Source: an optimization exercise on an open RTL-to-GDS flow (aim: small area). Production flows keep margins and buffers that such runs may drop. In this exercise RTL edits were held to simulation tests only and were not proved equivalent to the original. No activity file was given, so power comes from the tool's default toggle rates.

==> run C <==
Design NEO, start of the top module:
module NEO (Enable, Load, clk, rst, Full, Data_out, Data_in, write_en);
export LEC_CHECK = 0
export CAP_MARGIN = 20
export CORE_MARGIN = 2
export CORE_UTILIZATION = 40
export SLEW_MARGIN = 20
export SYNTH_HIERARCHICAL = 1
create_clock -name core_clock -period 9.0 [get_ports {clk}]
standard.sh (not shown) runs the stock make flow with config.mk's settings and CLKGATE_MAP_FILE= SYNTH_SCRIPT=/design/flow/synth_recipe.tcl, a recipe that flattens the netlist after the stock synthesis.
==> flow/flow/run.sh <==
#!/bin/bash
# Own layout flow: the standard ORFS flow (standard.sh, unchanged
# synthesis), with these changes to the layout steps:
#  - port buffers use the smallest buffer cell (every port still gets one);
#  - ABC's buffers are removed at floorplan and global placement is not
#    timing driven (no gain-based rebuffering; timing repair still runs);
#  - clock tree built from small clock buffers, without dummy loads.
# Each step's output goes to its own log here; ORFS's own logs are under orfs/logs.
set -euo pipefail
export BUFFER_PORTS_ARGS="-buffer_cell sky130_fd_sc_hd__buf_1"
export REMOVE_ABC_BUFFERS=1
export GPL_TIMING_DRIVEN=0
export SKIP_INCREMENTAL_REPAIR=1
export SKIP_CTS_REPAIR_TIMING=1
export CTS_ARGS="-sink_clustering_enable -repair_clock_nets -dont_use_dummy_load -buf_list sky130_fd_sc_hd__clkbuf_4 -root_buf sky130_fd_sc_hd__clkbuf_8"
bash standard.sh synth > synth.log 2>&1
bash standard.sh finish > layout.log 2>&1
==> run F (differences from run C) <==
--- a/flow/flow/run.sh
+++ b/flow/flow/run.sh
@@ -11,7 +11,7 @@
 export REMOVE_ABC_BUFFERS=1
 export GPL_TIMING_DRIVEN=0
 export SKIP_INCREMENTAL_REPAIR=1
-export SKIP_CTS_REPAIR_TIMING=1
+export SETUP_SLACK_MARGIN=0.2
 export CTS_ARGS="-sink_clustering_enable -repair_clock_nets -dont_use_dummy_load -buf_list sky130_fd_sc_hd__clkbuf_4 -root_buf sky130_fd_sc_hd__clkbuf_8"
 bash standard.sh synth > synth.log 2>&1
 bash standard.sh finish > layout.log 2>&1
==> results.txt <==
----------------------------------------------------
[Status]
  Run status ... complete, no violations

[Layout]
  Footprint of the multi-input gates ... between 0.009 and 0.01 mm2
  Reg area ... 0.00132 mm2

[Hold path]
  Endpoint of the worst hold path ... Current[1]

[Setup path]
  Critical path peak fanout ... 7

[Route]
  Post-Route M1 WL ... approximately 13000 um

[Pwr]
  IR drop worst, VDD ... between 0.1 and 0.15 mV

----------------------------------------------------
# the run above: run F

==> results.txt <==
----------------------------------------------------
[Status]
  Run status ... failed layout checks
  Layout violations ..... setup timing

[STA]
  Final setup fails ... 16
  Setup ws final ... -0.719 ns

[Hold path]
  Endpoint of the worst hold path ... Current[7]

[Die]
  Boundary Pins ... 54

[Layout]
  Reg area ... 0.00131 mm2

[Pwr]
  IR drop worst, VDD ... approximately 0.11 mV

[Placed design]
  Detailed placement HPWL ... 22800 um

[Setup path]
  Critical path peak fanout ... 22

----------------------------------------------------
# the run above: run C


========
==> inputs of trial 21 <==
Another version of the RTL of NEO (not shown whole).
==> flow/design.v (excerpt) <==
module NEO (Enable, Load, clk, rst, Full, Data_out, Data_in, write_en);
export LEC_CHECK = 0
export CAP_MARGIN = 20
export CORE_MARGIN = 2
export CORE_UTILIZATION = 40
export SLEW_MARGIN = 20
export SYNTH_HIERARCHICAL = 1
create_clock -name core_clock -period 9.0 [get_ports {clk}]
==> flow/flow/run.sh <==
#!/bin/bash
# Own layout flow: the standard ORFS flow (standard.sh, unchanged
# synthesis), with these changes to the layout steps:
#  - port buffers use the smallest buffer cell (every port still gets one);
#  - ABC's buffers are removed at floorplan and global placement is not
#    timing driven (no gain-based rebuffering; timing repair still runs);
#  - clock tree built from small clock buffers, without dummy loads;
#  - no repair after global routing (its parasitic estimate is pessimistic);
#    instead the post-CTS timing repair aims 0.1 ns above zero slack.
# Each step's output goes to its own log here; ORFS's own logs are under orfs/logs.
set -euo pipefail
export BUFFER_PORTS_ARGS="-buffer_cell sky130_fd_sc_hd__buf_1"
export REMOVE_ABC_BUFFERS=1
export GPL_TIMING_DRIVEN=0
export SKIP_INCREMENTAL_REPAIR=1
export SETUP_SLACK_MARGIN=0.1
export CTS_ARGS="-sink_clustering_enable -repair_clock_nets -dont_use_dummy_load -buf_list sky130_fd_sc_hd__clkbuf_4 -root_buf sky130_fd_sc_hd__clkbuf_8"
bash standard.sh synth > synth.log 2>&1
bash standard.sh finish > layout.log 2>&1
==> trial 13 (differences from trial 21) <==
--- a/flow/design.v
+++ b/flow/design.v
@@ -7,26 +7,22 @@
   wire start = state & ~Full;
   assign write_en = start & Load;
   always @(posedge clk or posedge rst)
     if (rst) state <= 1'b0;
     else if (state) state <= ~Full;
     else state <= Enable;
   reg signed [15:0] PP, Prev, Current, Ahead;
   wire [31:0] psi;
-  wire ld = start & ~rst;
-  wire hold = ~start & ~rst;
-  wire [15:0] ldv = {16{ld}};
-  wire [15:0] holdv = {16{hold}};
-  always @(posedge clk) begin
-    PP <= (ldv & Prev) | (holdv & PP);
-    Prev <= (ldv & Current) | (holdv & Prev);
-    Current <= (ldv & Ahead) | (holdv & Current);
-    Ahead <= (ldv & Data_in) | (holdv & Ahead);
-  end
+  always @(posedge clk)
+    if (rst) begin
+      PP <= 0; Prev <= 0; Current <= 0; Ahead <= 0;
+    end else if (start) begin
+      PP <= Prev; Prev <= Current; Current <= Ahead; Ahead <= Data_in;
+    end
   assign Data_out = psi;
   wire n0 = Prev[1] & ~Prev[0];
   wire n1 = Prev[2] ^ Prev[1];
   wire n2 = (Prev[3] & ~Prev[2] & ~Prev[1]) | (~Prev[3] & Prev[2] & Prev[1]);
   wire n3 = ~(~Prev[3] & (Prev[2] | Prev[1]));
   wire n4 = ~(Prev[0] ^ n3);
   wire n5 = ~(Prev[1] ^ n3);
   wire n6 = ~n3;
==> flow/config.mk (replaced) <==
export PLATFORM = sky130hd
export DESIGN_NAME = NEO
export DESIGN_NICKNAME = NEO
export VERILOG_FILES = /design/flow/design.v
export SDC_FILE = /design/flow/constraint.sdc
export NUM_CORES = 4
export LEC_CHECK = 0
export CAP_MARGIN = 20
export CORE_MARGIN = 2
export CORE_UTILIZATION = 60
export PLACE_DENSITY = 0.75
export SLEW_MARGIN = 20
export SYNTH_HIERARCHICAL = 1
==> build 14 (differences from trial 21) <==
--- a/flow/design.v
+++ b/flow/design.v
@@ -7,26 +7,22 @@
   wire start = state & ~Full;
   assign write_en = start & Load;
   always @(posedge clk or posedge rst)
     if (rst) state <= 1'b0;
     else if (state) state <= ~Full;
     else state <= Enable;
   reg signed [15:0] PP, Prev, Current, Ahead;
   wire [31:0] psi;
-  wire ld = start & ~rst;
-  wire hold = ~start & ~rst;
-  wire [15:0] ldv = {16{ld}};
-  wire [15:0] holdv = {16{hold}};
-  always @(posedge clk) begin
-    PP <= (ldv & Prev) | (holdv & PP);
-    Prev <= (ldv & Current) | (holdv & Prev);
-    Current <= (ldv & Ahead) | (holdv & Current);
-    Ahead <= (ldv & Data_in) | (holdv & Ahead);
-  end
+  always @(posedge clk)
+    if (rst) begin
+      PP <= 0; Prev <= 0; Current <= 0; Ahead <= 0;
+    end else if (start) begin
+      PP <= Prev; Prev <= Current; Current <= Ahead; Ahead <= Data_in;
+    end
   assign Data_out = psi;
   wire n0 = Prev[1] & ~Prev[0];
   wire n1 = Prev[2] ^ Prev[1];
   wire n2 = (Prev[3] & ~Prev[2] & ~Prev[1]) | (~Prev[3] & Prev[2] & Prev[1]);
   wire n3 = ~(~Prev[3] & (Prev[2] | Prev[1]));
   wire n4 = ~(Prev[0] ^ n3);
   wire n5 = ~(Prev[1] ^ n3);
   wire n6 = ~n3;
==> flow/flow/run.sh (replaced) <==
#!/bin/bash
# Own layout flow: the standard ORFS flow (standard.sh, unchanged
# synthesis), with these changes to the layout steps:
#  - port buffers use the smallest buffer cell (every port still gets one);
#  - ABC's buffers are removed at floorplan and global placement is not
#    timing driven (no gain-based rebuffering; timing repair still runs);
#  - clock tree built from small clock buffers, without dummy loads.
# Each step's output goes to its own log here; ORFS's own logs are under orfs/logs.
set -euo pipefail
export BUFFER_PORTS_ARGS="-buffer_cell sky130_fd_sc_hd__buf_1"
export REMOVE_ABC_BUFFERS=1
export GPL_TIMING_DRIVEN=0
export SKIP_INCREMENTAL_REPAIR=1
export SETUP_SLACK_MARGIN=0.1
export CTS_ARGS="-sink_clustering_enable -repair_clock_nets -dont_use_dummy_load -buf_list sky130_fd_sc_hd__clkbuf_4 -root_buf sky130_fd_sc_hd__clkbuf_8"
bash standard.sh synth > synth.log 2>&1
bash standard.sh finish > layout.log 2>&1
==> results.txt <==
Trial 21 passed the timing, DRC and antenna checks. Build 14 completed with no timing, DRC or antenna violations. Trial 13 finished with timing, DRC and antenna clean.
Against trial 21, the synthesized cell count of trial 13 is larger by about 9%.
In trial 21 the die area is larger than in trial 13, by 46%.
Against build 14, the critical path depth of trial 13 is lower by 1.
In trial 13 the combinational power is lower than in trial 21, by about 0.9%.
Hold slack: trial 21 > build 14 > trial 13.

[afterwards: timing with drivers on the ports]
How much do the figures lean on ideal ports? The routed layouts below were timed once more, with nothing changed but the port constraints.
Step 1 (the two cells are an assumption about what drives the block):
set clk [get_ports {clk}]
set_driving_cell -lib_cell sky130_fd_sc_hd__clkbuf_16 $clk
set_driving_cell -lib_cell sky130_fd_sc_hd__buf_2 [delete_from_list [all_inputs] $clk]
Step 2 also shifts input and output timing later by t, the mid clock arrival at the registers, as if the neighbouring blocks saw the same clock.
Slacks: ideal ports / drivers / drivers and shift; pairs: ideal ports / drivers.
run | shift t [ns] | setup WS [ns] | hold WS [ns] | slew at the worst register clock pin (ns)
run C | 0.367 | -0.719 / -0.753 / -0.385 | 0.454 / 0.454 / 0.454 | 0.07 / 0.07
run F | 0.370 | 0.244 / 0.211 / 0.582 | 0.449 / 0.449 / 0.449 | 0.07 / 0.07
trial 21 | 0.359 | 0.262 / 0.225 / 0.584 | 0.451 / 0.451 / 0.451 | 0.08 / 0.08
trial 13 | 0.374 | 0.155 / 0.124 / 0.498 | 0.427 / 0.427 / 0.427 | 0.08 / 0.08
build 14 | 0.369 | 0.211 / 0.178 / 0.547 | 0.451 / 0.451 / 0.451 | 0.07 / 0.07
